This design comes from an exercise in tuning for small area and a short achievable clock period on the open sky130 flow, not from production work. Function was checked by simulation only, so behaviour that the tests miss may differ from the original. Power figures rest on the tool's default switching activity, not on a simulated workload.

File: flow/run.sh
#!/bin/bash
# synth_recipe.tcl (not shown) runs the flow's synth.tcl, then flattens the netlist and writes it again
# the make line also repeats each setting of config.mk as NAME=value (left out here)
make -C /OpenROAD-flow-scripts/flow DESIGN_CONFIG=/design/flow/config.mk WORK_HOME=/design/flow/orfs CLKGATE_MAP_FILE= SYNTH_SCRIPT=/design/flow/synth_recipe.tcl finish
File: flow/config.mk
export PLATFORM = sky130hd
export DESIGN_NAME = as2650
export DESIGN_NICKNAME = as2650
export VERILOG_FILES = /design/flow/design.v
export SDC_FILE = /design/flow/constraint.sdc
export NUM_CORES = 4
export LEC_CHECK = 0
export CAP_MARGIN = 20
export CORE_MARGIN = 2
export CORE_UTILIZATION = 40
export SLEW_MARGIN = 20
File: flow/constraint.sdc
create_clock -name core_clock -period 16.0 [get_ports {clk}]
set_input_delay 3.2000 -clock core_clock [delete_from_list [all_inputs] [get_ports {clk}]]
set_output_delay 3.2000 -clock core_clock [all_outputs]
set_load 0.01 [all_outputs]
File: flow/design.v
`default_nettype none
module as2650(
	input clk,
	input rst,
	input [7:0] bus_in,
	output [7:0] bus_out,
	output le_lo,
	output le_hi,
	output OEb,
	output WEb,
	output bus_dir,
	output IOC,
	output IOD,
	input [6:0] irqs,
	output flag,
	input sense,
	output reg [7:0] ext_io_addr,
	output reg io_bus_cyc,
	output reg io_bus_we,
	output reg [7:0] io_bus_out,
	input [7:0] io_bus_in,
	output [7:0] debug_psl,
	output [7:0] debug_psu,
	output [32:0] la_data_out,
	input wb_hidden_rom_enable,
	output reg cpu_hidden_rom_enable,
	output WE_ram
);
localparam FETCH = 0;
localparam PARAM1 = 1;
localparam PARAM2 = 2;
localparam DATA1 = 3;
localparam IO1 = 4;
localparam IO2 = 5;
localparam INVALID = 6;
localparam HALT = 7;
localparam EXT_IO1 = 8;
localparam EXT_IO2 = 9;
localparam EXT_IO3 = 10;
localparam EXT_IO4 = 11;
localparam INTERRUPT_ACTION1 = 12;
reg trap;
reg [2:0] irq_num;
reg [7:0] r0, r1, r2, r3, r5, r6, r7;
reg [7:0] psu;
reg [7:0] psl;
assign debug_psu = psu;
assign debug_psl = psl;
assign flag = psu[6];
reg [15:0] stack [15:0];
reg [12:0] PC;
reg [2:0] page_reg;
reg [11:0] ivectors_base;
reg [15:0] last_addr;
reg [3:0] cycle;
reg [7:0] insin;
reg [15:0] instruction_args_latch;
reg extend;
reg [1:0] warmup;
reg halted;
wire reset = rst || warmup != 2'b00;
reg indirect_cyc;
reg [1:0] indexed_cyc;
reg [15:0] indirect_target;
reg relative_cyc;
reg [2:0] chirp_ptr;
wire [3:0] sp = psu[3:0];
wire [3:0] sp_m1 = sp - 4'd1;
wire [3:0] sp_p1 = sp + 4'd1;
wire [15:0] TOS = stack[sp_m1];
function [7:0] rd;
	input [2:0] a;
	begin
		case(a)
			3'd1: rd = r1;
			3'd2: rd = r2;
			3'd3: rd = r3;
			3'd5: rd = r5;
			3'd6: rd = r6;
			3'd7: rd = r7;
			default: rd = r0;
		endcase
	end
endfunction
wire [7:0] r1_v = psl[4] ? r5 : r1;
wire [7:0] r2_v = psl[4] ? r6 : r2;
wire [7:0] r3_v = psl[4] ? r7 : r3;
assign la_data_out = {halted, r3_v, r2_v, r1_v, r0};
wire [7:0] instruction = cycle == FETCH ? bus_in : insin;
wire is_RETURN = (instruction[7:2] == 6'b000101 || instruction[7:2] == 6'b001101) && !extend;
wire is_DAR = instruction[7:2] == 6'b100101 && !extend;
wire is_CLR = instruction[7:2] == 6'h31 && !extend;
wire is_EXT = instruction == 8'hB7 && !extend;
wire is_HALT = instruction == 8'h40 && !extend;
wire is_NOP = instruction == 8'hC0 && !extend;
wire is_XCHG = instruction == 8'h91 && !extend;
wire is_MUL = instruction == 8'h90 && !extend;
wire is_ZBR = (instruction == 8'h9B || instruction == 8'hBB) && !extend;
wire is_BXA = (instruction == 8'h9F || instruction == 8'hBF) && !extend;
wire is_LPS = instruction[7:1] == 7'h49 && !extend;
wire is_SPS = instruction[7:1] == 7'h09 && !extend;
wire is_BRANCH = instruction[4:3] == 2'b11;
wire needs_param = (instruction[3:2] == 2'b01 || instruction[3:2] == 2'b10) && !is_RETURN && !is_DAR && !is_CLR && !is_EXT && !extend;
wire needs_2_param = instruction[3:2] == 2'b11 || (extend && instruction[3:2] == 2'b10);
wire is_indexed = ((instruction[3:2] == 2'b11 && instruction_args_latch[14:13] != 2'b00) && !is_BRANCH && !indirect_cyc && !extend) || (extend && (instruction[7:2] == 6'h03 || instruction[7:2] == 6'h33));
wire is_indirect_pre = (instruction[3:2] == 2'b10 || instruction[3:2] == 2'b11) && !indirect_cyc && !extend;
wire is_indirect_p1 = bus_in[7] && is_indirect_pre;
wire is_indirect_p2 = instruction_args_latch[15] && is_indirect_pre;
wire is_store = (instruction[7:4] == 4'hC && !is_NOP && !extend) || (instruction[7:3] == 5'h19 && extend);
wire is_COM = instruction[7:4] == 4'hE && !extend;
wire is_ALU_op = !instruction[4] && !is_store && !is_HALT && !is_COM && (!extend || instruction[3] == 1);
wire is_immediate = instruction[3:2] == 2'b01;
wire is_zero_reg = instruction[3:2] == 2'b00;
wire is_add_sub = instruction[7:5] == 3'h4 || instruction[7:5] == 3'h5;
wire is_relative = instruction[3:2] == 2'b10;
wire is_PUSH = instruction == 8'h10 && !extend;
wire is_POP = instruction == 8'h11 && !extend;
wire is_TPS = instruction[7:1] == 7'h5A && !extend;
wire is_CPS = instruction[7:1] == 7'h3A && !extend;
wire is_PPS = instruction[7:1] == 7'h3B && !extend;
wire is_RRR = instruction[7:2] == 6'h14 && !extend;
wire is_RRL = instruction[7:2] == 6'h34 && !extend;
wire is_TMI = instruction[7:2] == 6'h3D && !extend;
wire is_IO_READ = (instruction[7:2] == 6'h0C || instruction[7:2] == 6'h1C) && !extend;
wire is_IO_WRITE = (instruction[7:2] == 6'h2C || instruction[7:2] == 6'h3C) && !extend;
wire is_CPL = instruction[7:2] == 6'h38 && extend;
wire is_PSHS = instruction == 8'h10 && extend;
wire is_POPS = instruction == 8'h11 && extend;
wire is_SVB = instruction == 8'h12 && extend;
wire is_CHRP = instruction == 8'h13 && extend;
wire is_EXT_IO = (instruction[7:2] == 6'h15 || instruction[7:2] == 6'h35) && !extend;
wire is_TRAP = instruction == 8'h90 && extend;
wire is_CLRT = instruction == 8'h91 && extend;
wire is_LIR = instruction == 8'h92 && extend;
wire is_SIR = instruction == 8'h93 && extend;
wire [2:0] instr_reg_a = {psl[4], instruction[1:0]};
wire [7:0] instr_reg_v = rd(instr_reg_a);
wire is_store_q = (insin[7:4] == 4'hC && insin != 8'hC0 && !extend) || (insin[7:3] == 5'h19 && extend);
wire is_IO_READ_q = (insin[7:2] == 6'h0C || insin[7:2] == 6'h1C) && !extend;
wire is_IO_WRITE_q = (insin[7:2] == 6'h2C || insin[7:2] == 6'h3C) && !extend;
wire [7:0] instr_reg_v_q = rd({psl[4], insin[1:0]});
wire [12:0] PC_p1 = PC + 13'd1;
wire [12:0] PC_p23 = PC + (needs_2_param ? 13'd3 : 13'd2);
wire [12:0] relative_eff_address_pre = PC_p1 + {{6{bus_in[6]}}, bus_in[6:0]};
wire [15:0] relative_eff_address = {page_reg, relative_eff_address_pre};
wire is_CC_BRANCH = instruction[7:4] == 4'h1 || instruction[7:4] == 4'h3 || instruction[7:4] == 4'h9 || instruction[7:4] == 4'hB;
wire is_REG_BRANCH = !is_CC_BRANCH;
wire is_BRANCH_SUB = instruction[7:4] != 4'hF && instruction[5:4] == 2'b11;
wire [7:0] reg_plus_1 = instr_reg_v + 8'd1;
wire [7:0] reg_minus_1 = instr_reg_v - 8'd1;
wire [7:0] branch_compare_reg = instruction[7:4] == 4'hD ? reg_plus_1 : (instruction[7:4] == 4'hF ? reg_minus_1 : instr_reg_v);
wire bcr_nonzero = instruction[7:4] == 4'hD ? instr_reg_v != 8'hFF : (instruction[7:4] == 4'hF ? instr_reg_v != 8'h01 : instr_reg_v != 8'h00);
wire should_branch = (is_CC_BRANCH && instruction[7] && psl[7:6] != instruction[1:0]) || (is_CC_BRANCH && !instruction[7] && instruction[1:0] == 2'b11) || (is_CC_BRANCH && !instruction[7] && psl[7:6] == instruction[1:0] || (is_REG_BRANCH && bcr_nonzero)) || is_ZBR || is_BXA;
wire [15:0] zbr_target = {(bus_in[6] ? 10'b0000000111 : 10'h000), bus_in[5:0]};
wire is_interrupt_cycle = cycle == INTERRUPT_ACTION1;
wire is_data_fetch_cycle = relative_cyc || indirect_cyc || cycle == DATA1 || is_interrupt_cycle;
wire is_instr_fetch_cycle = (cycle == FETCH || cycle == PARAM1 || cycle == PARAM2) && !is_data_fetch_cycle;
wire indexed_data1 = indexed_cyc != 2'b00 && cycle == DATA1;
wire IO_cyc = cycle == IO1 || cycle == IO2;
wire [15:0] requested_addr = (cycle == DATA1
								? (indirect_cyc || extend ? instruction_args_latch : {page_reg, instruction_args_latch[12:0]})
								: (is_instr_fetch_cycle ? {page_reg, PC} : (indirect_cyc || relative_cyc ? indirect_target : 16'h0000))
									+ (!is_instr_fetch_cycle && cycle == PARAM2 ? 16'd1 : 16'd0))
								+ (indexed_data1 ? {8'h00, instr_reg_v_q} : 16'h0000);
wire hit = last_addr == requested_addr;
wire hi_eq = requested_addr[15:8] == last_addr[15:8];
wire lo_eq = requested_addr[7:0] == last_addr[7:0];
wire mem_cyc = (is_instr_fetch_cycle || is_data_fetch_cycle) && !IO_cyc;
wire le_lo_act = mem_cyc && !lo_eq && hi_eq;
wire le_hi_act = mem_cyc && !hi_eq;
assign le_lo = le_lo_act && !reset;
assign le_hi = le_hi_act && !reset;
wire write_cyc = (cycle == DATA1 || (cycle == PARAM1 && relative_cyc)) && is_store_q;
wire [7:0] alu_instr_reg_q = indexed_data1 ? r0 : instr_reg_v_q;
assign OEb = !(((is_instr_fetch_cycle || is_data_fetch_cycle) && hit) || (IO_cyc && is_IO_READ_q)) || reset || write_cyc;
assign WE_ram = write_cyc && !reset && hit;
assign WEb = !(write_cyc || (is_IO_WRITE_q && cycle == IO1)) || reset || (!hit && !IO_cyc);
assign bus_out = is_IO_WRITE_q && IO_cyc ? instr_reg_v_q : (le_lo_act ? requested_addr[7:0] : (le_hi_act ? requested_addr[15:8] : alu_instr_reg_q));
assign bus_dir = !(!WEb || le_lo_act || le_hi_act || (is_IO_WRITE_q && IO_cyc)) || reset;
assign IOC = IO_cyc && !insin[6];
assign IOD = IO_cyc && insin[6];
wire [15:0] mul_res = r0 * r1_v;
wire [7:0] rrr = psl[3] ? {psl[0], instr_reg_v[7:1]} : {instr_reg_v[0], instr_reg_v[7:1]};
wire [7:0] rrl = psl[3] ? {instr_reg_v[6:0], psl[0]} : {instr_reg_v[6:0], instr_reg_v[7]};
wire [7:0] alu_instr_reg = indexed_data1 ? r0 : instr_reg_v;
wire [7:0] alu_input1 = is_zero_reg ? r0 : alu_instr_reg;
wire [7:0] alu_input2 = is_zero_reg ? instr_reg_v : bus_in;
wire [2:0] alu_op = instruction[7:5];
wire alu_inv = alu_op != 3'd4;
wire alu_cin = alu_op == 3'd4 ? (psl[3] && psl[0]) : (alu_op == 3'd5 ? (!psl[3] || psl[0]) : 1'b0);
wire [8:0] alu_sum = {1'b0, alu_input1} + {1'b0, alu_inv ? ~alu_input2 : alu_input2} + {8'h00, alu_cin};
reg [8:0] alu_next;
always @(*) begin
	case(alu_op)
		1: alu_next = {psl[0], alu_input1 ^ alu_input2};
		2: alu_next = {psl[0], alu_input1 & alu_input2};
		3: alu_next = {psl[0], alu_input1 | alu_input2};
		4: alu_next = alu_sum;
		5: alu_next = alu_sum;
		default: alu_next = {psl[0], alu_input2};
	endcase
end
wire next_idc = alu_next[4] != alu_input1[4] ^ (alu_op == 5 ? ~alu_input2[4] : alu_input2[4]);
wire next_ovf = alu_input1[7] == alu_input2[7] && alu_next[7] != alu_input1[7];
wire cmp_eq = alu_input1 == alu_input2;
wire cmp_gt = alu_sum[8];
wire [1:0] cmp_cc = cmp_eq ? 2'b00 : ((psl[1] || alu_input1[7] == alu_input2[7]) ? (cmp_gt ? 2'b01 : 2'b10) : (alu_input1[7] ? 2'b10 : 2'b01));
function [1:0] cc_of;
	input [7:0] v;
	begin
		cc_of = v[7] ? 2'b10 : (v != 8'h00 ? 2'b01 : 2'b00);
	end
endfunction
reg [6:0] chirpchar;
always @(*) begin
	case(chirp_ptr)
		0: chirpchar = 7'h43;
		1: chirpchar = 7'h68;
		2: chirpchar = 7'h69;
		3: chirpchar = 7'h72;
		4: chirpchar = 7'h70;
		5: chirpchar = 7'h21;
		6: chirpchar = 7'd13;
		7: chirpchar = 7'd10;
	endcase
end
wire [7:0] irqs_all = {irqs[6], irqs[5], irqs[4], trap, irqs[3], irqs[2], irqs[1], irqs[0]};
wire [2:0] irq_enc = irqs_all[7] ? 3'h7 : (irqs_all[6] ? 3'h6 : (irqs_all[5] ? 3'h5 : (irqs_all[4] ? 3'h4 : (irqs_all[3] ? 3'h3 : (irqs_all[2] ? 3'h2 : (irqs_all[1] ? 3'h1 : 3'h0))))));
reg trap_n;
reg [2:0] irq_num_n;
reg [7:0] psu_n, psl_n;
reg [12:0] PC_n;
reg [2:0] page_n;
reg [11:0] ivb_n;
reg [15:0] last_n;
reg [3:0] cycle_n;
reg [7:0] insin_n;
reg [15:0] args_n;
reg extend_n, halted_n, ind_n, rel_n;
reg [1:0] idx_n;
reg [15:0] it_n;
reg [2:0] chirp_n;
reg [7:0] eio_addr_n, ioout_n;
reg iocyc_n, iowe_n, chre_n;
reg wb_en;
reg [2:0] wb_a;
reg [7:0] wb_d;
reg pr_en;
reg [15:0] pr_d;
reg st_en;
reg [15:0] st_d;
always @(*) begin
	trap_n = trap;
	irq_num_n = irq_num;
	psu_n = psu;
	psl_n = psl;
	PC_n = PC;
	page_n = page_reg;
	ivb_n = ivectors_base;
	last_n = last_addr;
	cycle_n = cycle;
	insin_n = insin;
	args_n = instruction_args_latch;
	extend_n = extend;
	halted_n = halted;
	ind_n = indirect_cyc;
	rel_n = relative_cyc;
	idx_n = indexed_cyc;
	it_n = indirect_target;
	chirp_n = chirp_ptr;
	eio_addr_n = ext_io_addr;
	ioout_n = io_bus_out;
	iocyc_n = io_bus_cyc;
	iowe_n = io_bus_we;
	chre_n = cpu_hidden_rom_enable;
	wb_en = 1'b0;
	wb_a = instr_reg_a;
	wb_d = alu_next[7:0];
	pr_en = 1'b0;
	pr_d = mul_res;
	st_en = 1'b0;
	st_d = {page_reg, indirect_cyc ? PC : PC_p1};
	psu_n[7] = sense;
	if(le_lo_act) last_n[7:0] = requested_addr[7:0];
	if(le_hi_act) last_n[15:8] = requested_addr[15:8];
	case(cycle)
	FETCH: begin
		ind_n = 1'b0;
		rel_n = 1'b0;
		idx_n = 2'b00;
		args_n = 16'h0000;
		if(hit) begin
			PC_n = PC_p1;
			insin_n = bus_in;
			if(is_LIR) begin
				args_n = {r3_v, r2_v};
				cycle_n = DATA1;
				extend_n = 1'b0;
				insin_n = 8'h0C;
			end else if(is_SIR) begin
				args_n = {r3_v, r2_v};
				cycle_n = DATA1;
				extend_n = 1'b0;
				insin_n = 8'hCC;
			end else if(needs_param || needs_2_param) begin
				if(is_BRANCH && !should_branch) begin
					PC_n = PC_p23;
					cycle_n = FETCH;
					if(is_REG_BRANCH) begin
						wb_en = 1'b1;
						wb_d = branch_compare_reg;
					end
				end else cycle_n = PARAM1;
			end else begin
				if(is_HALT) halted_n = 1'b1;
				extend_n = is_EXT;
				if(is_CPL) begin
					wb_en = 1'b1;
					wb_d = ~instr_reg_v;
				end
				if(is_TRAP) trap_n = 1'b1;
				if(is_CLRT) trap_n = 1'b0;
				if(is_XCHG) begin
					pr_en = 1'b1;
					pr_d = {r0, r1_v};
				end
				if(is_PUSH) begin
					st_en = 1'b1;
					st_d = {r1_v, r0};
					psu_n[3:0] = sp_p1;
				end
				if(is_POP) begin
					pr_en = 1'b1;
					pr_d = TOS;
					psu_n[3:0] = sp_m1;
				end
				if(is_PSHS) begin
					st_en = 1'b1;
					st_d = {psu, psl};
					psu_n[3:0] = sp_p1;
				end
				if(is_POPS) begin
					psl_n = TOS[7:0];
					psu_n = {TOS[15:12], sp_m1};
				end
				if(is_SVB) ivb_n = {r1_v, r0[7:4]};
				if(is_CHRP) begin
					wb_en = 1'b1;
					wb_a = 3'b000;
					wb_d = {1'b0, chirpchar};
					chirp_n = chirp_ptr + 3'd1;
					psl_n[7:6] = 2'b01;
				end
				if(is_CLR) begin
					wb_en = 1'b1;
					wb_d = 8'h00;
				end
				if(is_RETURN) begin
					if(instruction[1:0] == 2'b11 || instruction[1:0] == psl[7:6]) begin
						PC_n = TOS[12:0];
						page_n = TOS[15:13];
						psu_n[3:0] = sp_m1;
						if(instruction[5]) psu_n[5] = 1'b0;
					end
				end
				if(is_MUL) begin
					pr_en = 1'b1;
					pr_d = mul_res;
					psl_n[7:6] = mul_res[15] ? 2'b10 : (mul_res != 16'h0000 ? 2'b01 : 2'b00);
				end
				if(is_COM && is_zero_reg) begin
					psl_n[7:6] = cmp_cc;
				end else if(is_ALU_op && is_zero_reg) begin
					wb_en = 1'b1;
					wb_a = 3'b000;
					wb_d = alu_next[7:0];
					psl_n[0] = alu_next[8];
					psl_n[7:6] = cc_of(alu_next[7:0]);
					if(is_add_sub) begin
						psl_n[5] = next_idc;
						psl_n[2] = next_ovf;
					end
				end else if(is_store && !is_NOP && is_zero_reg) begin
					wb_en = 1'b1;
					wb_d = r0;
					psl_n[7:6] = cc_of(r0);
				end
				if(is_DAR) begin
					wb_en = 1'b1;
					wb_d = {instr_reg_v[7:4] + (psl[0] ? 4'h0 : 4'hA), instr_reg_v[3:0] + (psl[5] ? 4'h0 : 4'hA)};
				end
				if(is_RRR) begin
					if(psl[3]) begin
						psl_n[0] = instr_reg_v[0];
						psl_n[5] = instr_reg_v[6];
					end
					psl_n[7:6] = cc_of(rrr);
					wb_en = 1'b1;
					wb_d = rrr;
				end
				if(is_RRL) begin
					if(psl[3]) begin
						psl_n[0] = instr_reg_v[7];
						psl_n[5] = instr_reg_v[4];
					end
					psl_n[7:6] = cc_of(rrl);
					wb_en = 1'b1;
					wb_d = rrl;
				end
				if(is_LPS) begin
					if(instruction[0]) psl_n = r0;
					else psu_n = r0;
				end
				if(is_SPS) begin
					wb_en = 1'b1;
					wb_a = 3'b000;
					if(instruction[0]) begin
						wb_d = psl;
						psl_n[7:6] = cc_of(psl);
					end else begin
						wb_d = psu;
						psl_n[7:6] = cc_of(psu);
					end
				end
				cycle_n = is_HALT ? HALT : (is_IO_READ || is_IO_WRITE ? IO1 : FETCH);
			end
		end
	end
	PARAM1: begin
		if(hit) begin
			if(is_instr_fetch_cycle) PC_n = PC_p1;
			if(is_immediate || relative_cyc) begin
				if(is_store) begin
				end else if(is_ALU_op) begin
					wb_en = 1'b1;
					wb_d = alu_next[7:0];
					psl_n[0] = alu_next[8];
					psl_n[7:6] = cc_of(alu_next[7:0]);
					if(is_add_sub) begin
						psl_n[5] = next_idc;
						psl_n[2] = next_ovf;
					end
				end else begin
					if(is_TPS) begin
						if(((instruction[0] ? psl : psu) & bus_in) == bus_in) psl_n[7:6] = 2'b00;
						else psl_n[7:6] = 2'b01;
					end
					if(is_CPS) begin
						if(instruction[0]) psl_n = psl & ~bus_in;
						else psu_n = psu & ~bus_in;
					end
					if(is_PPS) begin
						if(instruction[0]) psl_n = psl | bus_in;
						else psu_n = psu | bus_in;
					end
					if(is_EXT_IO) begin
						eio_addr_n = bus_in;
					end
					if(is_COM) begin
						psl_n[7:6] = cmp_cc;
					end
					if(is_TMI) begin
						if((instr_reg_v & bus_in) == instr_reg_v) psl_n[7:6] = 2'b00;
						else psl_n[7:6] = 2'b01;
					end
				end
				cycle_n = is_EXT_IO ? EXT_IO1 : FETCH;
				extend_n = 1'b0;
				rel_n = 1'b0;
			end else if(needs_2_param || indirect_cyc) begin
				cycle_n = PARAM2;
			end else if(is_relative && is_indirect_p1) begin
				it_n = is_ZBR ? zbr_target : relative_eff_address;
				ind_n = 1'b1;
			end else if(is_relative && !is_indirect_p1) begin
				if(is_BRANCH) begin
					if(is_BRANCH_SUB) begin
						st_en = 1'b1;
						psu_n[3:0] = sp_p1;
					end
					PC_n = is_ZBR ? zbr_target[12:0] : relative_eff_address[12:0];
					page_n = is_ZBR ? zbr_target[15:13] : relative_eff_address[15:13];
					if(is_REG_BRANCH) begin
						wb_en = 1'b1;
						wb_d = branch_compare_reg;
					end
					extend_n = 1'b0;
					cycle_n = FETCH;
				end else begin
					rel_n = 1'b1;
					it_n = relative_eff_address;
				end
			end
			args_n[15:8] = bus_in;
		end
	end
	PARAM2: begin
		if(hit) begin
			if(is_instr_fetch_cycle) PC_n = PC_p1;
			if(!indirect_cyc && instruction_args_latch[14:13] != 2'b00 && !is_BRANCH) begin
				idx_n = is_indexed ? instruction_args_latch[14:13] : 2'b00;
				if(is_indexed && instruction_args_latch[14:13] != 2'b11 && !extend) begin
					wb_en = 1'b1;
					wb_d = instruction_args_latch[14:13] == 2'b01 ? reg_plus_1 : reg_minus_1;
				end
			end
			if(is_indirect_p2 && !indirect_cyc) begin
				ind_n = 1'b1;
				it_n = is_BRANCH ? {page_reg[2], instruction_args_latch[14:8], bus_in} : {page_reg, instruction_args_latch[12:8], bus_in};
				cycle_n = PARAM1;
			end else if(is_BRANCH) begin
				if(instruction == 8'h1F) chre_n = 1'b0;
				if(is_BRANCH_SUB) begin
					st_en = 1'b1;
					psu_n[3:0] = sp_p1;
				end
				{page_n, PC_n} = (indirect_cyc || extend ? {instruction_args_latch[15:8], bus_in} : {page_reg[2], instruction_args_latch[14:8], bus_in}) + (is_BXA ? {8'h00, r3_v} : 16'h0000);
				if(is_REG_BRANCH) begin
					wb_en = 1'b1;
					wb_d = branch_compare_reg;
				end
				cycle_n = FETCH;
				extend_n = 1'b0;
			end else cycle_n = DATA1;
			args_n[7:0] = bus_in;
		end
	end
	DATA1: begin
		if(hit) begin
			ind_n = 1'b0;
			idx_n = 2'b00;
			args_n = 16'h0000;
			if(is_store) begin
			end else if(is_COM) begin
				psl_n[7:6] = cmp_cc;
			end else if(is_ALU_op) begin
				wb_en = 1'b1;
				wb_a = indexed_data1 ? 3'b000 : instr_reg_a;
				wb_d = alu_next[7:0];
				psl_n[0] = alu_next[8];
				psl_n[7:6] = cc_of(alu_next[7:0]);
				if(is_add_sub) begin
					psl_n[5] = next_idc;
					psl_n[2] = next_ovf;
				end
			end
			cycle_n = FETCH;
			extend_n = 1'b0;
		end
	end
	IO1: begin
		cycle_n = IO2;
	end
	IO2: begin
		if(is_IO_READ) begin
			wb_en = 1'b1;
			wb_d = bus_in;
			psl_n[7:6] = cc_of(bus_in);
		end
		cycle_n = FETCH;
	end
	EXT_IO1: begin
		iocyc_n = 1'b0;
		ioout_n = instr_reg_v;
		iowe_n = instruction[7];
		cycle_n = EXT_IO2;
	end
	EXT_IO2: begin
		iocyc_n = 1'b1;
		cycle_n = EXT_IO3;
	end
	EXT_IO3: begin
		cycle_n = EXT_IO4;
	end
	EXT_IO4: begin
		iocyc_n = 1'b0;
		if(!instruction[7]) begin
			wb_en = 1'b1;
			wb_d = io_bus_in;
			psl_n[7:6] = cc_of(io_bus_in);
		end
		iowe_n = 1'b0;
		cycle_n = FETCH;
	end
	INTERRUPT_ACTION1: begin
		insin_n = 8'h3F;
		ind_n = 1'b1;
		it_n = {ivectors_base, irq_num, 1'b0};
		psu_n[5] = 1'b1;
		cycle_n = PARAM1;
	end
	default: begin
	end
	endcase
	if(cycle == HALT || (cycle == FETCH && !hit)) begin
		if(irqs != 7'h00 && !psu[5]) begin
			irq_num_n = irq_enc;
			cycle_n = INTERRUPT_ACTION1;
		end
	end
end
always @(posedge clk) begin
	if(reset) begin
		psl <= 8'h00;
		psu <= 8'h20;  
		cycle <= 4'h0;
		last_addr <= 16'hAAAA;
		insin <= 8'h00;
		instruction_args_latch <= 16'h0000;
		PC <= 13'h0000;
		extend <= 1'b0;
		warmup <= rst ? 2'b11 : warmup - 2'd1;
		halted <= 1'b0;
		indirect_cyc <= 1'b0;
		indirect_target <= 16'h0000;
		relative_cyc <= 1'b0;
		r0 <= 8'h00;
		r1 <= 8'h00;
		r2 <= 8'h00;
		r3 <= 8'h00;
		r5 <= 8'h00;
		r6 <= 8'h00;
		r7 <= 8'h00;
		indexed_cyc <= 2'b00;
		page_reg <= 3'b000;
		ivectors_base <= 12'h000;
		chirp_ptr <= 3'b000;
		ext_io_addr <= 8'h00;
		io_bus_cyc <= 1'b0;
		io_bus_we <= 1'b0;
		io_bus_out <= 8'h00;
		trap <= 1'b0;
		cpu_hidden_rom_enable <= wb_hidden_rom_enable;
	end else begin
		trap <= trap_n;
		irq_num <= irq_num_n;
		psu <= psu_n;
		psl <= psl_n;
		PC <= PC_n;
		page_reg <= page_n;
		ivectors_base <= ivb_n;
		last_addr <= last_n;
		cycle <= cycle_n;
		insin <= insin_n;
		instruction_args_latch <= args_n;
		extend <= extend_n;
		halted <= halted_n;
		indirect_cyc <= ind_n;
		relative_cyc <= rel_n;
		indexed_cyc <= idx_n;
		indirect_target <= it_n;
		chirp_ptr <= chirp_n;
		ext_io_addr <= eio_addr_n;
		io_bus_out <= ioout_n;
		io_bus_cyc <= iocyc_n;
		io_bus_we <= iowe_n;
		cpu_hidden_rom_enable <= chre_n;
		if(pr_en) begin
			r0 <= pr_d[7:0];
			if(psl[4]) r5 <= pr_d[15:8];
			else r1 <= pr_d[15:8];
		end
		if(wb_en) begin
			case(wb_a)
				3'd1: r1 <= wb_d;
				3'd2: r2 <= wb_d;
				3'd3: r3 <= wb_d;
				3'd5: r5 <= wb_d;
				3'd6: r6 <= wb_d;
				3'd7: r7 <= wb_d;
				default: r0 <= wb_d;
			endcase
		end
	end
end
always @(posedge clk) begin
	if(!reset && st_en) stack[sp] <= st_d;
end
endmodule
==> results of run 1 <==
final timing paths:
check | slack (ps) | startpoint | endpoint
max | 3950 | relative_cyc$_SDFFE_PP0P_ | bus_out[6]
min reg2reg | 470 | indexed_cyc[0]$_SDFFE_PP0P_ | indexed_cyc[0]$_SDFFE_PP0P_
min | 470 | indexed_cyc[0]$_SDFFE_PP0P_ | indexed_cyc[0]$_SDFFE_PP0P_
max reg2reg | 5880 | relative_cyc$_SDFFE_PP0P_ | stack[6][6]$_DFFE_PP_
logic make-up after synthesis:
group	count (synthesis)
mux	267
flops	457
simple gates	1209
fa+ha+maj	150
buf+inv	432
xor+xnor	150
compound gates	1085
layout make-up:
cell class,count,area share
multi-input cells,2861,0.534
flip-flops and latches,457,0.310
repair buffers,258,0.0584
clock buffers,63,0.0373
well taps,1080,0.0356
inverters,153,0.0152
clock inverters,34,0.00930
diodes,1,0.0000660
power groups by stage:
stage | Combinational, uW | Clock (uW) | Sequential, uW
global placement | 265 | 0 | 1260
floorplan | 154 | 0 | 1260
global route | 288 | 1300 | 1230
detailed placement | 265 | 0 | 1260
CTS | 266 | 1260 | 1230
finish | 280 | 1240 | 1230
per-stage QoR:
step | setup WS, ps | cell area [sq um] | hold WS, ps
floorplan | 6370 | 33400 | 432
global placement | 4900 | 36100 | 445
detailed placement | 4880 | 36100 | 463
CTS | 4140 | 37900 | 471
global route | 3140 | 37900 | 489
finish | 3950 | 37900 | 473
cells in the mapped netlist, drive strengths merged, types with 96 or more instances:
cell and n:
nand2 354, o21ai 245, a21oi 299, mux2i 154, nor3 103, ha 108
clkbuf 236, xnor2 96, edfxtp 262, dfxtp 195, nor2 390, inv 150
critical path: cells and delay by family (launching register included):
| kind | cells | cell delay [ps] |
|---|---|---|
| XOR/XNOR | 1 | 170 |
| buffers and inverters | 1 | 590 |
| adder cells (fa/ha/maj) | 2 | 480 |
| flip-flops | 1 | 520 |
| AND/OR/NAND/NOR | 9 | 3830 |
| AO/OA/AOI/OAI | 10 | 2620 |
routing by layer:
layer / vias to the layer above / wire length [microns]
met5: - / 37
met1: 15512 / 57900
met4: 6 / 13200
met2: 2073 / 64200
met3: 568 / 16800
li1: 14034 / -
cells in the final DEF, fill, tap and decap left out, drive strengths merged, types with 103 or more instances in the layout:
cell,instances
dfxtp,195
nand2,354
edfxtp,262
clkdlybuf4s50,111
ha,108
inv,156
o21ai,245
nor3,103
mux2i,154
nor2,390
buf,147
a21oi,299
==> impl_metrics.toml, run 1 <==
[drt]
ant_nets = 0
drtPass1Iterations = 7
drc = 0
drt-initial-drc-count = 4238
wl_per_cell_microns = 31.0
drt_wl_total_microns = 152000
vias = 32193
vias_per_cell = 6.56

[synthesis]
synth_compound_area_frac = 0.212
synth_edf_count = 262
async_reset_ff_frac = 0
synth_top_family_by_area = "compound AO/OA/AOI/OAI gates"
synth-xor-area-share = 0.0409
syn_area_per_cell_sq_um = 8.92
yosysTopAreaCell = "edfxtp_1"
synth_top_area_frac = 0.235
synth-seq-cells = 457
synth-main-ff-cell = "edfxtp_1"
synthDistinctLibCells = 105
yosysWarnings = 1
synthMuxAreaShare = 0.111
yosysSeqAreaShare = 0.352
synthesis.area_sq_um = 33400
synthSimpleGateAreaFrac = 0.170
synth_nets = 3926
yosys-top-cells-area = "edfxtp_1 24%, dfxtp_1 12%, mux4_2 5.3%"
synth_adder_area_share = 0.0653
syn_inst = 3750

[grt]
grt_pass1_wl_microns = 218000
use_met2 = 0.516
grt_pass1_vias = 30253
antenna_found_initial = 4
overflow = 0
grt_max_degree = 66
use_met1 = 0.437
busiest_layer = "met2"
grt_util_all_layers = 0.347
grtUsageMet3 = 0.0897

[die]
rows = 106
die_area_sq_um = 85900
die_width_microns = 293
io_pins = 112
start_util = 0.402
die_h_microns = 293
coreArea_sq_um = 83200

[pwr]
pwr-share-clk = 0.451
p_total_uw = 2750
power.share.sequential = 0.447
swShare = 0.267
p_switching_uw = 736
intPower_uw = 2020
peakVddDrop_mv = 0.0926
pwr_density_cell_nw_per_um2 = 72.5
power_leakage_uw = 0.0129
comb_power_share = 0.102

[cells_and_area]
nNetsFinal = 3960
regMostFlops = "stack"
final_util = 0.456
largest_register_ffs = 256
fill_cells = 8085
drive_above_1_share = 0.116
multi_input_area_sq_um = 20300
syn_to_final_growth_pct = 13.5
stdcell_count = 4907
regArea_sq_um = 11800

[timing]
final.period_utilization = 0.753
drv_slew = 0
setup-tns-final_ps = 0
tightestPinTransition_ps = 1270
finClkSkew_ps = 40.8
final-setup-viol-count = 0
rsz0062_at_grt = "no"
fin_crit_ps = 12050
slew-limit-headroom = 0.156
fmax_ghz = 0.0830
hold_violations = 0

[setup_path]
cp_max_fo = 18
required_ps = 12800
endpoint_kind = "output pin"
crit_path_top_delay_cell = "nor4_4"
crit_arrival_ps = 8850
critPathLaunchType = "register"
r2r_cells = 24
crit_path_cell_trace = "nor4_4, nand2_1, o21ai_0, ha_1, o211a_1, a41oi_1, nor2_1, nand2_1, nor3_1, xor2_1, o21ai_0, ha_1, or3_1, o31ai_1, nor4_1, a2111oi_0, a21boi_0, a211oi_2, and3_1, nand2b_1, o211ai_1, a31oi_1, clkdlybuf4s50_1"
critPathKind = "register to output pin"
slowest_delay_ps = 970

[placed_design]
gp_congestion = 1.09
dpl.cell_count = 4808
port_buffers = 111
dpl.hpwl_microns = 109000

[clock_tree]
htree_num_levels = 2
clk_path_buf_depth = 3
clock_latency_ps = 670
cts_sinks = 457
postCtsHoldBufs = 0
postCtsSetupBuffers = 0
cts_tree = "yes"
cts_buffers = 53
clkSlewWorstSetupHoldPaths_ps = 60
post_cts_resized = 0
cts_root_buf = "clkbuf_16"

[hold_path]
worstHoldPathCells = 2
hold_path.class = "register to register"

[outcome]
status = "no timing/DRC/antenna violations"

[run]
drv_cap = 0
==> run 2: changes to the inputs <==
--- a/flow/design.v
+++ b/flow/design.v
@@ -159,7 +159,3 @@
 wire IO_cyc = cycle == IO1 || cycle == IO2;
-wire [15:0] requested_addr = (cycle == DATA1
-								? (indirect_cyc || extend ? instruction_args_latch : {page_reg, instruction_args_latch[12:0]})
-								: (is_instr_fetch_cycle ? {page_reg, PC} : (indirect_cyc || relative_cyc ? indirect_target : 16'h0000))
-									+ (!is_instr_fetch_cycle && cycle == PARAM2 ? 16'd1 : 16'd0))
-								+ (indexed_data1 ? {8'h00, instr_reg_v_q} : 16'h0000);
+reg [15:0] requested_addr;
 wire hit = last_addr == requested_addr;
@@ -601,4 +597,11 @@
 end
+wire fetch_n = (cycle_n == FETCH || cycle_n == PARAM1 || cycle_n == PARAM2) && !(rel_n || ind_n);
+wire [7:0] index_n = (cycle == PARAM2 && !indirect_cyc && !extend && instruction_args_latch[14:13] == 2'b01) ? instr_reg_v_q + 8'd1 :
+					((cycle == PARAM2 && !indirect_cyc && !extend && instruction_args_latch[14:13] == 2'b10) ? instr_reg_v_q - 8'd1 : instr_reg_v_q);
+wire [15:0] req_n = cycle_n == DATA1
+		? ((ind_n || extend_n) ? args_n : {page_n, args_n[12:0]}) + (idx_n != 2'b00 ? {8'h00, index_n} : 16'h0000)
+		: (fetch_n ? {page_n, PC_n} : ((ind_n || rel_n) ? it_n : 16'h0000) + (cycle_n == PARAM2 ? 16'd1 : 16'd0));
 always @(posedge clk) begin
 	if(reset) begin
+		requested_addr <= 16'h0000;
 		psl <= 8'h00;
@@ -635,2 +638,3 @@
 		trap <= trap_n;
+		requested_addr <= req_n;
 		irq_num <= irq_num_n;
==> run 2 against run 1 <==
Compared with the run above:
- first-iteration DRC count increased by 17%
- total power increased by 1.4%
- global-route usage increased by 2.9 points
- sequential power increased by 3%
- clock skew increased by 5.0 ps
- utilization increased by 0.27 points
- flip-flop and latch count increased by 16
- die area increased by 3.5%
- largest cell class unchanged
==> impl_metrics.toml, run 2 <==
[die]
coreArea_sq_um = 85400
start_util = 0.405
die_h_microns = 298
io_pins = 112
die_area_sq_um = 88900
die_width_microns = 298
rows = 107

[synthesis]
syn_area_per_cell_sq_um = 8.94
async_reset_ff_frac = 0
yosysTopAreaCell = "edfxtp_1"
synth-main-ff-cell = "edfxtp_1"
synthDistinctLibCells = 106
synth_most_common_cell = "nor2_1"
yosysSeqAreaShare = 0.349
yosys-top-cells-area = "edfxtp_1 23%, dfxtp_1 12%, mux4_2 5.7%"
syn_inst = 3870
synth_top_area_frac = 0.227
yosysWarnings = 1
synth_nets = 4050
synth_edf_count = 262
ys_top_cells_by_count = "433 x nor2_1, 352 x nand2_1, 262 x edfxtp_1"
synthesis.area_sq_um = 34600
synth-seq-cells = 473

[drt]
wl_per_cell_microns = 33.6
drt-initial-drc-count = 4964
drt_wl_total_microns = 172000
drc = 0
vias_per_cell = 6.72
drtPass1Iterations = 8
ant_nets = 0
vias = 34388

[timing]
fmax_ghz = 0.101
hold_violations = 0
finClkSkew_ps = 45.8
drv_slew = 0
rsz0062_at_grt = "no"
setup-tns-final_ps = 0
final.period_utilization = 0.621
tightestPinTransition_ps = 1220
slew-limit-headroom = 0.182
fin_crit_ps = 9930
final-setup-viol-count = 0

[placed_design]
port_buffers = 111
gp_congestion = 1.09
dpl.cell_count = 5009
dpl.hpwl_microns = 124000

[cells_and_area]
largest_register_ffs = 256
stdcell_count = 5118
drive_above_1_share = 0.124
syn_to_final_growth_pct = 13.3
nNetsFinal = 4102
regMostFlops = "stack"
final_common_cell = "nor2_1"
mostFrequentLayoutCells = "419 x nor2_1, 352 x nand2_1, 262 x edfxtp_1"

[clock_tree]
clkSlewWorstSetupHoldPaths_ps = 60
postCtsSetupBuffers = 0
post_cts_resized = 0
cts_root_buf = "clkbuf_16"
postCtsHoldBufs = 0
htree_num_levels = 2
cts_buffers = 53
cts_sinks = 473
clk_path_buf_depth = 3
cts_tree = "yes"
clock_latency_ps = 670

[setup_path]
rrSetupSlack_ps = 7690
cp_max_fo = 29
endpoint_kind = "register"
crit_arrival_ps = 10450
r2r_cells = 29
critPathKind = "input port to register"
critPathLaunchType = "input port"
crit_start = "bus_in[0]"
required_ps = 16520
rr_endpoint = "r5[6]$_SDFF_PP0_"
r2r-start = "cycle[1]$_SDFF_PP0_"

[grt]
grt_pass1_wl_microns = 241000
antenna_found_initial = 12
grt_pass1_vias = 32298
overflow = 0
grt_util_all_layers = 0.376
grt_max_degree = 65

[pwr]
pwr_density_cell_nw_per_um2 = 71.2
peakVddDrop_mv = 0.121
power_leakage_uw = 0.0128

[hold_path]
whs_endpoint = "io_bus_out[3]$_SDFFE_PP0P_"
worstHoldPathCells = 2
hold_start = "io_bus_out[3]$_SDFFE_PP0P_"
hold_path.class = "register to register"

[run]
drv_cap = 0

[outcome]
status = "no timing/DRC/antenna violations"
## run 2: cells by family (layout without fill, tap and decap cells)
kind of cell / after synthesis / in the layout / synth area share
compound gates: 1085 / 1085 / 0.210
flops: 473 / 473 / 0.349
buf+inv: 414 / 510 / 0.0474
xor+xnor: 158 / 158 / 0.0400
fa+ha+maj: 153 / 153 / 0.0640
simple gates: 1347 / 1347 / 0.186
other cells: 0 / 8 / 0
mux: 240 / 240 / 0.103
## run 2: worst max-delay path by stage
stage,end,cells past startpoint
2_1_floorplan,requested_addr[14]$_SDFF_PP0_,25
3_3_place_gp,requested_addr[14]$_SDFF_PP0_,24
3_5_place_dp,requested_addr[12]$_SDFF_PP0_,24
4_1_cts,requested_addr[12]$_SDFF_PP0_,24
5_1_grt,requested_addr[12]$_SDFF_PP0_,24
6_report,requested_addr[12]$_SDFF_PP0_,24
## run 2: metrics by stage
step	setup slack [ps]	util	hold WS [ps]	cell area, sq um	total power [uW]
2_1_floorplan	7960	-	438	34600	1450
3_3_place_gp	5910	0.438	442	37400	1570
3_5_place_dp	5800	0.438	447	37400	1570
4_1_cts	6420	0.458	455	39100	2790
5_1_grt	5720	0.459	482	39200	2860
6_report	6070	0.459	451	39200	2790
## run 2: layout make-up
| type | count | area, sq um |
|---|---|---|
| inverter | 141 | 534 |
| multi-input combinational | 2983 | 21100 |
| sequential | 473 | 12100 |
| tap | 1144 | 1430 |
| fill | 8373 | 46200 |
| antenna | 8 | 20.0 |
| clock inverter | 31 | 309 |
| timing repair buffer | 270 | 2300 |
| clock buffer | 68 | 1400 |
## run 2: report_power, final
part           internal (uW)  switching, uW
sequential              1270          0.588
combinational           82.3            206
clock                    687            545
## run 2: per-layer routing
metal  wire (microns)  global-route usage
met5              156             0.00487
met4            14700               0.260
met3            20600               0.105
met2            71100               0.545
met1            65600               0.484
## run 2: worst max-delay path, stage by stage
cell	delay [ps]
clkdlybuf4s50_1	460
buf_4	490
inv_1	540
o21ai_2	590
a21oi_1	130
o211a_1	540
inv_1	360
ha_1	260
o21ai_0	180
nor4_2	410
nand2_2	200
a31oi_1	250
a31oi_1	230
nor4_1	430
ha_1	240
ha_1	180
inv_1	60
a221oi_1	320
nand2_1	170
nor4_2	470
a211oi_1	140
a31o_2	250
a21oi_1	170
o22ai_1	110
==> run 3: changes to the inputs <==
--- a/flow/design.v
+++ b/flow/design.v
@@ -16,6 +16,6 @@
 	input sense,
-	output reg [7:0] ext_io_addr,
-	output reg io_bus_cyc,
-	output reg io_bus_we,
-	output reg [7:0] io_bus_out,
+	output [7:0] ext_io_addr,
+	output io_bus_cyc,
+	output io_bus_we,
+	output [7:0] io_bus_out,
 	input [7:0] io_bus_in,
@@ -70,12 +70,13 @@
 wire [15:0] TOS = stack[sp_m1];
+wire [7:0] r1_v = psl[4] ? r5 : r1;
+wire [7:0] r2_v = psl[4] ? r6 : r2;
+wire [7:0] r3_v = psl[4] ? r7 : r3;
+assign la_data_out = {halted, r3_v, r2_v, r1_v, r0};
 function [7:0] rd;
-	input [2:0] a;
+	input [1:0] a;
 	begin
 		case(a)
-			3'd1: rd = r1;
-			3'd2: rd = r2;
-			3'd3: rd = r3;
-			3'd5: rd = r5;
-			3'd6: rd = r6;
-			3'd7: rd = r7;
+			2'd1: rd = r1_v;
+			2'd2: rd = r2_v;
+			2'd3: rd = r3_v;
 			default: rd = r0;
@@ -84,6 +85,2 @@
 endfunction
-wire [7:0] r1_v = psl[4] ? r5 : r1;
-wire [7:0] r2_v = psl[4] ? r6 : r2;
-wire [7:0] r3_v = psl[4] ? r7 : r3;
-assign la_data_out = {halted, r3_v, r2_v, r1_v, r0};
 wire [7:0] instruction = cycle == FETCH ? bus_in : insin;
@@ -136,3 +133,3 @@
 wire [2:0] instr_reg_a = {psl[4], instruction[1:0]};
-wire [7:0] instr_reg_v = rd(instr_reg_a);
+wire [7:0] instr_reg_v = rd(instruction[1:0]);
 wire is_store_q = (insin[7:4] == 4'hC && insin != 8'hC0 && !extend) || (insin[7:3] == 5'h19 && extend);
@@ -140,3 +137,3 @@
 wire is_IO_WRITE_q = (insin[7:2] == 6'h2C || insin[7:2] == 6'h3C) && !extend;
-wire [7:0] instr_reg_v_q = rd({psl[4], insin[1:0]});
+wire [7:0] instr_reg_v_q = rd(insin[1:0]);
 wire [12:0] PC_p1 = PC + 13'd1;
@@ -176,4 +173,38 @@
 assign IOC = IO_cyc && !insin[6];
+assign io_bus_cyc = cycle == EXT_IO3 || cycle == EXT_IO4;
+assign io_bus_we = insin[7];
+assign io_bus_out = instr_reg_v_q;
+assign ext_io_addr = instruction_args_latch[15:8];
 assign IOD = IO_cyc && insin[6];
-wire [15:0] mul_res = r0 * r1_v;
+reg [15:0] mul_res;
+function [1:0] fadd;
+	input x, y, z;
+	begin
+		fadd = {(x & y) | (x & z) | (y & z), x ^ y ^ z};
+	end
+endfunction
+integer mi, mj;
+reg [7:0] ms, mc;
+reg [1:0] mt;
+always @(*) begin
+	for(mj = 0; mj < 8; mj = mj + 1) begin
+		ms[mj] = r0[mj] & r1_v[0];
+		mc[mj] = 1'b0;
+	end
+	mul_res[0] = ms[0];
+	for(mi = 1; mi < 8; mi = mi + 1) begin
+		for(mj = 0; mj < 8; mj = mj + 1) begin
+			mt = fadd(r0[mj] & r1_v[mi], mj < 7 ? ms[mj + 1] : 1'b0, mc[mj]);
+			ms[mj] = mt[0];
+			mc[mj] = mt[1];
+		end
+		mul_res[mi] = ms[0];
+	end
+	mt = 2'b00;
+	for(mj = 0; mj < 7; mj = mj + 1) begin
+		mt = fadd(ms[mj + 1], mc[mj], mt[1]);
+		mul_res[8 + mj] = mt[0];
+	end
+	mul_res[15] = mc[7] ^ mt[1];
+end
 wire [7:0] rrr = psl[3] ? {psl[0], instr_reg_v[7:1]} : {instr_reg_v[0], instr_reg_v[7:1]};
@@ -209,15 +240,4 @@
 endfunction
-reg [6:0] chirpchar;
-always @(*) begin
-	case(chirp_ptr)
-		0: chirpchar = 7'h43;
-		1: chirpchar = 7'h68;
-		2: chirpchar = 7'h69;
-		3: chirpchar = 7'h72;
-		4: chirpchar = 7'h70;
-		5: chirpchar = 7'h21;
-		6: chirpchar = 7'd13;
-		7: chirpchar = 7'd10;
-	endcase
-end
+wire [55:0] chirp_tab = {7'd10, 7'd13, 7'h21, 7'h70, 7'h72, 7'h69, 7'h68, 7'h43};
+wire [6:0] chirpchar = chirp_tab[{chirp_ptr, 3'b000} - {3'b000, chirp_ptr} +: 7];
 wire [7:0] irqs_all = {irqs[6], irqs[5], irqs[4], trap, irqs[3], irqs[2], irqs[1], irqs[0]};
@@ -238,5 +258,5 @@
 reg [2:0] chirp_n;
-reg [7:0] eio_addr_n, ioout_n;
-reg iocyc_n, iowe_n, chre_n;
+reg chre_n;
 reg wb_en;
+reg cc_wb;
 reg [2:0] wb_a;
@@ -266,7 +286,4 @@
 	chirp_n = chirp_ptr;
-	eio_addr_n = ext_io_addr;
-	ioout_n = io_bus_out;
-	iocyc_n = io_bus_cyc;
-	iowe_n = io_bus_we;
 	chre_n = cpu_hidden_rom_enable;
+	cc_wb = 1'b0;
 	wb_en = 1'b0;
@@ -286,3 +303,2 @@
 		idx_n = 2'b00;
-		args_n = 16'h0000;
 		if(hit) begin
@@ -373,3 +389,3 @@
 					psl_n[0] = alu_next[8];
-					psl_n[7:6] = cc_of(alu_next[7:0]);
+					cc_wb = 1'b1;
 					if(is_add_sub) begin
@@ -381,3 +397,3 @@
 					wb_d = r0;
-					psl_n[7:6] = cc_of(r0);
+					cc_wb = 1'b1;
 				end
@@ -392,3 +408,3 @@
 					end
-					psl_n[7:6] = cc_of(rrr);
+					cc_wb = 1'b1;
 					wb_en = 1'b1;
@@ -401,3 +417,3 @@
 					end
-					psl_n[7:6] = cc_of(rrl);
+					cc_wb = 1'b1;
 					wb_en = 1'b1;
@@ -414,6 +430,6 @@
 						wb_d = psl;
-						psl_n[7:6] = cc_of(psl);
+						cc_wb = 1'b1;
 					end else begin
 						wb_d = psu;
-						psl_n[7:6] = cc_of(psu);
+						cc_wb = 1'b1;
 					end
@@ -433,3 +449,3 @@
 					psl_n[0] = alu_next[8];
-					psl_n[7:6] = cc_of(alu_next[7:0]);
+					cc_wb = 1'b1;
 					if(is_add_sub) begin
@@ -451,5 +467,2 @@
 					end
-					if(is_EXT_IO) begin
-						eio_addr_n = bus_in;
-					end
 					if(is_COM) begin
@@ -527,3 +540,2 @@
 			idx_n = 2'b00;
-			args_n = 16'h0000;
 			if(is_store) begin
@@ -536,3 +548,3 @@
 				psl_n[0] = alu_next[8];
-				psl_n[7:6] = cc_of(alu_next[7:0]);
+				cc_wb = 1'b1;
 				if(is_add_sub) begin
@@ -553,3 +565,3 @@
 			wb_d = bus_in;
-			psl_n[7:6] = cc_of(bus_in);
+			cc_wb = 1'b1;
 		end
@@ -558,5 +570,2 @@
 	EXT_IO1: begin
-		iocyc_n = 1'b0;
-		ioout_n = instr_reg_v;
-		iowe_n = instruction[7];
 		cycle_n = EXT_IO2;
@@ -564,3 +573,2 @@
 	EXT_IO2: begin
-		iocyc_n = 1'b1;
 		cycle_n = EXT_IO3;
@@ -571,3 +579,2 @@
 	EXT_IO4: begin
-		iocyc_n = 1'b0;
 		if(!instruction[7]) begin
@@ -575,5 +582,4 @@
 			wb_d = io_bus_in;
-			psl_n[7:6] = cc_of(io_bus_in);
+			cc_wb = 1'b1;
 		end
-		iowe_n = 1'b0;
 		cycle_n = FETCH;
@@ -590,2 +596,3 @@
 	endcase
+	if(cc_wb) psl_n[7:6] = cc_of(wb_d);
 	if(cycle == HALT || (cycle == FETCH && !hit)) begin
@@ -611,3 +618,2 @@
 		insin <= 8'h00;
-		instruction_args_latch <= 16'h0000;
 		PC <= 13'h0000;
@@ -617,3 +623,2 @@
 		indirect_cyc <= 1'b0;
-		indirect_target <= 16'h0000;
 		relative_cyc <= 1'b0;
@@ -630,6 +635,2 @@
 		chirp_ptr <= 3'b000;
-		ext_io_addr <= 8'h00;
-		io_bus_cyc <= 1'b0;
-		io_bus_we <= 1'b0;
-		io_bus_out <= 8'h00;
 		trap <= 1'b0;
@@ -648,3 +649,2 @@
 		insin <= insin_n;
-		instruction_args_latch <= args_n;
 		extend <= extend_n;
@@ -654,8 +654,3 @@
 		indexed_cyc <= idx_n;
-		indirect_target <= it_n;
 		chirp_ptr <= chirp_n;
-		ext_io_addr <= eio_addr_n;
-		io_bus_out <= ioout_n;
-		io_bus_cyc <= iocyc_n;
-		io_bus_we <= iowe_n;
 		cpu_hidden_rom_enable <= chre_n;
@@ -682,2 +677,6 @@
 end
+always @(posedge clk) begin
+	instruction_args_latch <= args_n;
+	indirect_target <= it_n;
+end
 endmodule
==> run 3 against run 2 <==
Compared with the run above:
- total power fell by 6.4%
- non-clock buffer count fell by 8
- global-route usage fell by 0.56 points
- maximum frequency fell by 1.8%
- flip-flop and latch count fell by 25
- utilization fell by 0.66 points
- critical path depth rose by 7
- design area fell by 3.7%
- highest routed layer unchanged
==> impl_metrics.toml, run 3 <==
[setup_path]
crit_start = "psl[4]$_SDFFE_PP0P_"
cp_common_cell = "fa_1"
slowest_delay_ps = 760
r2r-start = "psl[4]$_SDFFE_PP0P_"
critPathKind = "register to register"
critPathLaunchType = "register"
endpoint_kind = "register"
cp_max_fo = 21
crit_arrival_ps = 10570
crit_path_top_delay_cell = "mux2i_1"
required_ps = 16460

[clock_tree]
postCtsHoldBufs = 0
postCtsSetupBuffers = 0
cts_sinks = 448
cts_tree = "yes"
clkSlewWorstSetupHoldPaths_ps = 70
clock_latency_ps = 630
cts_buffers = 49
cts_root_buf = "clkbuf_16"
htree_num_levels = 2
post_cts_resized = 0
clk_path_buf_depth = 3

[synthesis]
synthesis.area_sq_um = 33600
synth_top_family_by_area = "compound AO/OA/AOI/OAI gates"
synth_adder_area_share = 0.0660
synth_nets = 3930
syn_inst = 3759
synth-main-ff-cell = "edfxtp_1"
synthSimpleGateAreaFrac = 0.179
synth_most_common_cell = "nor2_1"
synthMuxAreaShare = 0.105
synth_compound_area_frac = 0.213
synth_top_area_frac = 0.234
yosysSeqAreaShare = 0.345
yosysTopAreaCell = "edfxtp_1"
yosysWarnings = 1
synth_edf_count = 262
async_reset_ff_frac = 0
syn_area_per_cell_sq_um = 8.95
synth-xor-area-share = 0.0393
yosys-top-cells-area = "edfxtp_1 23%, dfxtp_1 11%, mux4_2 6.0%"
ys_top_cells_by_count = "405 x nor2_1, 341 x nand2_1, 262 x edfxtp_1"
synth-seq-cells = 448
synthDistinctLibCells = 103

[drt]
wl_per_cell_microns = 33.5
ant_nets = 0
drt_wl_total_microns = 164000
drc = 0
drtPass1Iterations = 7
vias = 33570
vias_per_cell = 6.84
drt-initial-drc-count = 5261

[die]
rows = 106
die_width_microns = 294
die_h_microns = 294
start_util = 0.403
io_pins = 112
die_area_sq_um = 86400
coreArea_sq_um = 83400

[cells_and_area]
mostFrequentLayoutCells = "393 x nor2_1, 341 x nand2_1, 262 x edfxtp_1"
drive_above_1_share = 0.117
largest_register_ffs = 256
nNetsFinal = 3957
syn_to_final_growth_pct = 12.2
regMostFlops = "stack"
stdcell_count = 4906
final_util = 0.452
final_common_cell = "nor2_1"

[hold_path]
hold_path.class = "register to register"
hold_start = "indexed_cyc[0]$_SDFF_PP0_"

[timing]
finClkSkew_ps = 36.0
final.period_utilization = 0.632
tightestPinTransition_ps = 1210
setup-tns-final_ps = 0
fmax_ghz = 0.0989
hold_violations = 0
rsz0062_at_grt = "no"
slew-limit-headroom = 0.172
final-setup-viol-count = 0
drv_slew = 0
fin_crit_ps = 10110

[placed_design]
gp_congestion = 1.05
dpl.hpwl_microns = 118000
port_buffers = 111
dpl.cell_count = 4814

[pwr]
power_leakage_uw = 0.0122
pwr_density_cell_nw_per_um2 = 69.2
peakVddDrop_mv = 0.0895

[grt]
antenna_found_initial = 12
grt_pass1_vias = 30925
grt_pass1_wl_microns = 231000
grt_max_degree = 81
overflow = 0
grt_util_all_layers = 0.370

[run]
drv_cap = 0

[outcome]
status = "no timing/DRC/antenna violations"
==> run 3: changes by cell type after synthesis, moves of 14 or more <==
cell	delta
a21oi_1	-34
nor2_1	-28
a211oi_1	+27
dfxtp_1	-25
ha_1	-22
nor3_1	-21
and3_1	-20
xnor2_1	-18
clkbuf_1	-15
nor2b_1	-14
==> run 3: worst max-delay path, delay by kind of cell (launching register included) <==
kind / cells / cell delay [ps]
flops: 1 / 720
simple gates: 5 / 1220
buf+inv: 5 / 690
mux: 1 / 760
fa+ha+maj: 14 / 5630
compound gates: 6 / 920
==> run 3: kinds of logic (layout without fill, tap and decap cells) <==
group,Yosys count,count (layout)
AOI/OAI and AO/OA,1068,1068
xor gates and xnor gates,151,151
adders and majority gates,146,146
buffers and inverters,440,500
DFF,448,448
muxes,238,238
other,0,7
and+or+nand+nor,1268,1268
==> run 3: area by class of cell <==
| cell class | instances | area (sq um) |
|---|---|---|
| Antenna cell | 7 | 17.5 |
| Sequential cell | 448 | 11600 |
| Inverter | 154 | 581 |
| Clock buffer | 61 | 1320 |
| Timing Repair Buffer | 262 | 2230 |
| Tap cell | 1080 | 1350 |
| Fill cell | 8083 | 45700 |
| Clock inverter | 23 | 218 |
| Multi-Input combinational cell | 2871 | 20400 |
==> run 3: stage by stage <==
stage / worst slack, ps / instance area (sq um) / hold WS, ps / power, uW
after floorplan: 7260 / 33600 / 427 / 1390
after global placement: 6100 / 36100 / 439 / 1500
after detailed placement: 5960 / 36100 / 449 / 1500
after CTS: 5960 / 37700 / 460 / 2610
after global routing: 5690 / 37700 / 490 / 2670
final: 5890 / 37700 / 461 / 2610
==> run 3: layer usage <==
metal | vias up | track usage | part of all wire | wire [microns]
li1 | 14068 | - | - | -
met1 | 16398 | 0.491 | 0.39 | 63400
met2 | 2457 | 0.534 | 0.41 | 67700
met3 | 633 | 0.114 | 0.13 | 21400
met4 | 14 | 0.208 | 0.070 | 11500
met5 | - | 0 | 0.0012 | 198
==> run 3: power breakdown <==
| group | leakage (uW) | switching (uW) | internal [uW] |
|---|---|---|---|
| registers | 0.00331 | 1.29 | 1210 |
| logic | 0.00815 | 198 | 82.5 |
| clock network | 0.000745 | 500 | 619 |
==> run 3: path summary, 6_finish.rpt <==
path	end	slack, ps	cells after the start
worst min register to register	indexed_cyc[0]$_SDFF_PP0_	460	2
worst max-delay path	psl[6]$_SDFFE_PP0P_	5890	31
worst max register to register	psl[6]$_SDFFE_PP0P_	5890	31
worst min-delay path	indexed_cyc[0]$_SDFF_PP0_	460	2

static timing again, ports no longer ideal:
No port has a modelled driver above. Below, the same layouts with a new extraction and two added sets of constraints.
Step 1, drivers: a clkbuf_16 drives clk and a buf_2 each remaining input, both assumed.
Step 2 adds t to the input delays and takes it off the output delays; t is the mean of the earliest and latest rising clock arrival at the registers after step 1. Input paths then give back, and output paths get back, about the clock's delay inside the block.
Three values: ideal ports, drivers, drivers and shift; two values: the first two.
| run | t (ns) | setup WS [ns] | hold WS [ns] | cell pins on the clock port's net |
|---|---|---|---|---|
| run 1 | 0.718 | 3.946 / 3.879 / 4.596 | 0.473 / 0.473 / 0.473 | 1 |
| run 2 | 0.714 | 6.068 / 6.109 / 5.395 | 0.451 / 0.451 / 0.451 | 1 |
| run 3 | 0.679 | 5.888 / 5.888 / 5.888 | 0.461 / 0.461 / 0.461 | 1 |
After both steps setup and hold are still met in every run listed. The setup slack of run 2, which loses most, moves by +0.041 ns with the drivers and by -0.673 ns with both steps.
